Source: an optimization exercise on an open RTL-to-GDS flow (aim: small area). Production flows keep margins and buffers that such runs may drop.
In this exercise RTL edits were held to simulation tests only and were not proved equivalent to the original.
Power and IR drop assume default switching activity.

## run A
Design extra_sketchy, start of the top module:
module extra_sketchy(
    input clk,
    input rst,
    input [7:0] sw,
    input btnL,
    input btnR,
    input MISO,
    output SS,
    output MOSI,
    output SCK,
    output Hsync,
    output Vsync,
    output [2:0] vgaRed,
    output [2:0] vgaGreen,
    output [1:0] vgaBlue
    );
For scale: ~3700 cells after synthesis, roughly 2500 flip-flops, roughly 26 I/O pins, ~59000 sq um of cells after synthesis.
==> flow/config.mk <==
export PLATFORM = sky130hd
export DESIGN_NAME = extra_sketchy
export DESIGN_NICKNAME = extra_sketchy
export VERILOG_FILES = /design/flow/design.v
export SDC_FILE = /design/flow/constraint.sdc
export NUM_CORES = 8
export LEC_CHECK = 0
export CAP_MARGIN = 20
export CORE_MARGIN = 2
export CORE_UTILIZATION = 50
export SLEW_MARGIN = 20
==> flow/constraint.sdc <==
create_clock -name core_clock -period 12.0 [get_ports {clk}]
set_input_delay 2.4000 -clock core_clock [delete_from_list [all_inputs] [get_ports {clk}]]
set_output_delay 2.4000 -clock core_clock [all_outputs]
set_load 0.01 [all_outputs]
standard.sh (not shown) runs the stock make flow with config.mk's settings and CLKGATE_MAP_FILE= SYNTH_SCRIPT=/design/flow/synth_recipe.tcl, a recipe that flattens the netlist after the stock synthesis.
==> flow/flow/run.sh <==
#!/bin/bash
# The standard ORFS flow (the standard.sh, all steps) with two changes:
# the clock tree is built from clkbuf_8 cells in clusters of up to 22 sinks
# and without dummy loads, and the port buffers are buf_1 cells.
# make's full output goes to flow.log; ORFS keeps each step's log under orfs/logs.
set -euo pipefail
bash standard.sh \
  "CTS_ARGS=-sink_clustering_enable -repair_clock_nets -sink_clustering_size 22 -sink_clustering_max_diameter 70 -buf_list sky130_fd_sc_hd__clkbuf_8 -dont_use_dummy_load" \
  "BUFFER_PORTS_ARGS=-buffer_cell sky130_fd_sc_hd__buf_1" \
  finish > flow.log 2>&1
Having completed the whole flow, run A delivered a layout that passed the timing, DRC and antenna checks.
The following lists how run B was set up differently from run A:
- CTS_BUF_LIST newly set to sky130_fd_sc_hd__clkbuf_8
- CTS_CLUSTER_DIAMETER newly set to 60
- CTS_CLUSTER_SIZE newly set to 20
==> flow/run.sh (new file) <==
#!/bin/bash
# synth_recipe.tcl (not shown) runs the flow's synth.tcl, then flattens the netlist and writes it again
# the make line also repeats each setting of config.mk as NAME=value (left out here)
make -C /OpenROAD-flow-scripts/flow DESIGN_CONFIG=/design/flow/config.mk WORK_HOME=/design/flow/orfs CLKGATE_MAP_FILE= SYNTH_SCRIPT=/design/flow/synth_recipe.tcl finish
removed: flow/flow/run.sh
removed: flow/standard.sh
- Compared with run A, run B shows share of layout cells above drive strength 1 higher by 1.2 points.
- On minimum hold slack, run A loses to run B.
- Fmax in run B is 6.4 MHz lower than in run A
- Going from run A to run B, the clock latency at the later pin of the worst-skew pair was found to have gone up by 0.02 ns.
- HPWL after detailed placement: run B vs run A — no meaningful difference
- Taking run A as the reference, in run B relative contribution of sequential cells to total power saw a decrease; global-route usage over all layers rose 0.18 points.
- Summary of run B over run A: clock period minus worst slack up 0.40 ns, final area up 1.2%.
- Tap cell count: run A vs run B, no meaningful difference
- In run B, the pin count of the biggest net entering global routing came out 7 below the value in run A.
--- input diff run B..run C ---
- CTS_CLUSTER_DIAMETER removed (was 60)
- CTS_BUF_LIST removed (was sky130_fd_sc_hd__clkbuf_8)
- CTS_CLUSTER_SIZE removed (was 20)
==> flow/flow/run.sh (new file) <==
#!/bin/bash
# The standard ORFS flow (the standard.sh, all steps) with two changes:
# the clock tree is built from clkbuf_8 cells in clusters of up to 20 sinks
# and without dummy loads, and the port buffers are buf_1 cells.
# make's full output goes to flow.log; ORFS keeps each step's log under orfs/logs.
set -euo pipefail
bash standard.sh \
  "CTS_ARGS=-sink_clustering_enable -repair_clock_nets -sink_clustering_size 20 -sink_clustering_max_diameter 60 -buf_list sky130_fd_sc_hd__clkbuf_8 -dont_use_dummy_load" \
  "BUFFER_PORTS_ARGS=-buffer_cell sky130_fd_sc_hd__buf_1" \
  finish > flow.log 2>&1
==> flow/standard.sh (new file) <==
#!/bin/bash
# synth_recipe.tcl (not shown) runs the flow's synth.tcl, then flattens the netlist and writes it again
# the make line also repeats each setting of config.mk as NAME=value (left out here)
make -C /OpenROAD-flow-scripts/flow DESIGN_CONFIG=/design/flow/config.mk WORK_HOME=/design/flow/orfs CLKGATE_MAP_FILE= SYNTH_SCRIPT=/design/flow/synth_recipe.tcl "${@:-finish}"
removed: flow/run.sh
Notes after the runs:
Run B reports its capturing instance or port of the critical path as vgaBlue[1] while run C reports vgaGreen[2].
Number of buffers added to fix hold violations after cts came out exactly the same in run B and run C.
Power density relative to cell area, run B and run C: smaller value in run C
Going from run B to run C, area overhead of the layout relative to synthesis decreased by 0.99 points relative to the old numbers, global-route usage decreased by 0.15 points relative to the old numbers.
From run C to run B, buffer count from post-CTS setup fixing did not move at all.
Any difference in routed wire length between run B and run C is small enough to ignore.
Summary of run C over run B: worst setup slack has increased, post-route minimum period has decreased.

* * *

Setup of job 101:
Another version of the RTL of extra_sketchy (not shown whole).
Size: roughly 3,900 cells after synthesis, roughly 0.060 sq mm of cells after synthesis.
export LEC_CHECK = 0
export CAP_MARGIN = 20
export CORE_MARGIN = 2
export CORE_UTILIZATION = 50
export SLEW_MARGIN = 20
create_clock -name core_clock -period 12.0 [get_ports {clk}]
==> flow/flow/run.sh <==
#!/bin/bash
# The standard ORFS flow (the standard.sh, all steps) with two changes:
# the clock tree is built from clkbuf_8 cells in clusters of up to 20 sinks
# and without dummy loads, and the port buffers are buf_1 cells.
# make's full output goes to flow.log; ORFS keeps each step's log under orfs/logs.
set -euo pipefail
bash standard.sh \
  "CTS_ARGS=-sink_clustering_enable -repair_clock_nets -sink_clustering_size 20 -sink_clustering_max_diameter 60 -buf_list sky130_fd_sc_hd__clkbuf_8 -dont_use_dummy_load" \
  "BUFFER_PORTS_ARGS=-buffer_cell sky130_fd_sc_hd__buf_1" \
  finish > flow.log 2>&1
Job 101 reached the end of the flow, and the finished layout is clean on the timing, DRC and antenna checks.
### job 101 -> job 102
==> flow/flow/run.sh <==
#!/bin/bash
# The standard ORFS flow (the standard.sh, all steps) with two changes:
# the clock tree is built from clkbuf_8 cells in clusters of up to 22 sinks
# and without dummy loads, and the port buffers are buf_1 cells.
# make's full output goes to flow.log; ORFS keeps each step's log under orfs/logs.
set -euo pipefail
bash standard.sh \
  "CTS_ARGS=-sink_clustering_enable -repair_clock_nets -sink_clustering_size 22 -sink_clustering_max_diameter 70 -buf_list sky130_fd_sc_hd__clkbuf_8 -dont_use_dummy_load" \
  "BUFFER_PORTS_ARGS=-buffer_cell sky130_fd_sc_hd__buf_1" \
  finish > flow.log 2>&1
## What came out
Every run in the comparison, job 101 and job 102, completed the flow with a clean layout. Compared with job 101, job 102 improves fmax. Job 102 vs job 101, final setup skew went down by 0.037 ns. Compared with job 101, job 102 shows reported leakage power lower by 0.54%. When job 102 is measured against job 101, its fraction of area in clock buffers and inverters turns out 0.39 points lower. Taking job 101 as the reference, in job 102 data required time at the worst endpoint essentially unchanged, detailed-routed wire length on met3 fell 11%, met2 track demand over resource in global routing was more or less identical, clock period minus final worst setup slack decreased by 0.074 ns relative to the old numbers. Routed wire length: job 101 and job 102 compared, higher one is job 101. Sum of met2 wire segment lengths after detailed routing, job 101 and job 102: larger value in job 102. First-pass GRT wire length: job 102 vs job 101 down 840 microns.
Edits applied to the flow inputs when going from job 102 to job 103:
==> flow/run.sh (new file) <==
#!/bin/bash
# synth_recipe.tcl (not shown) runs the flow's synth.tcl, then flattens the netlist and writes it again
# the make line also repeats each setting of config.mk as NAME=value (left out here)
make -C /OpenROAD-flow-scripts/flow DESIGN_CONFIG=/design/flow/config.mk WORK_HOME=/design/flow/orfs CLKGATE_MAP_FILE= SYNTH_SCRIPT=/design/flow/synth_recipe.tcl finish
-- flow/config.mk --
<<< job 102, line 9
export CORE_MARGIN = 2
export CORE_UTILIZATION = 50
export SLEW_MARGIN = 20
>>> job 103, line 9
export CORE_MARGIN = 2
export CORE_UTILIZATION = 50
export CTS_BUF_LIST = sky130_fd_sc_hd__clkbuf_8
export CTS_CLUSTER_DIAMETER = 60
export CTS_CLUSTER_SIZE = 20
export SLEW_MARGIN = 20
removed: flow/flow/run.sh
removed: flow/standard.sh
## What came out
Summary of job 103 over job 102: worst hold slack moved up; count of clock-buffer cells in the layout moved up.
Compared with job 102, job 103 degrades final design area excluding fillers.

## static timing again, ports no longer ideal
How much do the figures lean on ideal ports? The routed layouts below were timed once more, with nothing changed but the port constraints. Step 1 (the two cells are an assumption about what drives the block):
set clk [get_ports {clk}]
set_driving_cell -lib_cell sky130_fd_sc_hd__clkbuf_16 $clk
set_driving_cell -lib_cell sky130_fd_sc_hd__buf_2 [delete_from_list [all_inputs] $clk]
Step 2, shift: input delay + t, output delay - t, t = (earliest + latest rising clock arrival at the registers) / 2. This alone moves slack from input paths to output paths. Slacks: no drivers / after step 1 / after step 2; pairs: no drivers / after step 1.
| run | shift t [ns] | slack for setup (ns) | worst register clock-pin slew, ns | worst slew at a driven data input, ns | pins driven straight from the clock port |
|---|---|---|---|---|---|
| run A | 0.853 | 4.238 / 4.171 / 5.024 | 0.12 / 0.12 | 0.08 | 1 |
| run B | 0.887 | 3.833 / 3.768 / 4.654 | 0.12 / 0.12 | 0.05 | 1 |
| run C | 0.842 | 4.220 / 4.153 / 4.995 | 0.11 / 0.11 | 0.08 | 1 |
| job 101 | 0.896 | 4.513 / 4.444 / 5.340 | 0.11 / 0.11 | 0.07 | 1 |
| job 102 | 0.861 | 4.587 / 4.515 / 5.376 | 0.12 / 0.12 | 0.07 | 1 |
| job 103 | 0.936 | 4.059 / 3.989 / 4.925 | 0.12 / 0.12 | 0.06 | 1 |
After both steps setup and hold are still met in every run listed.
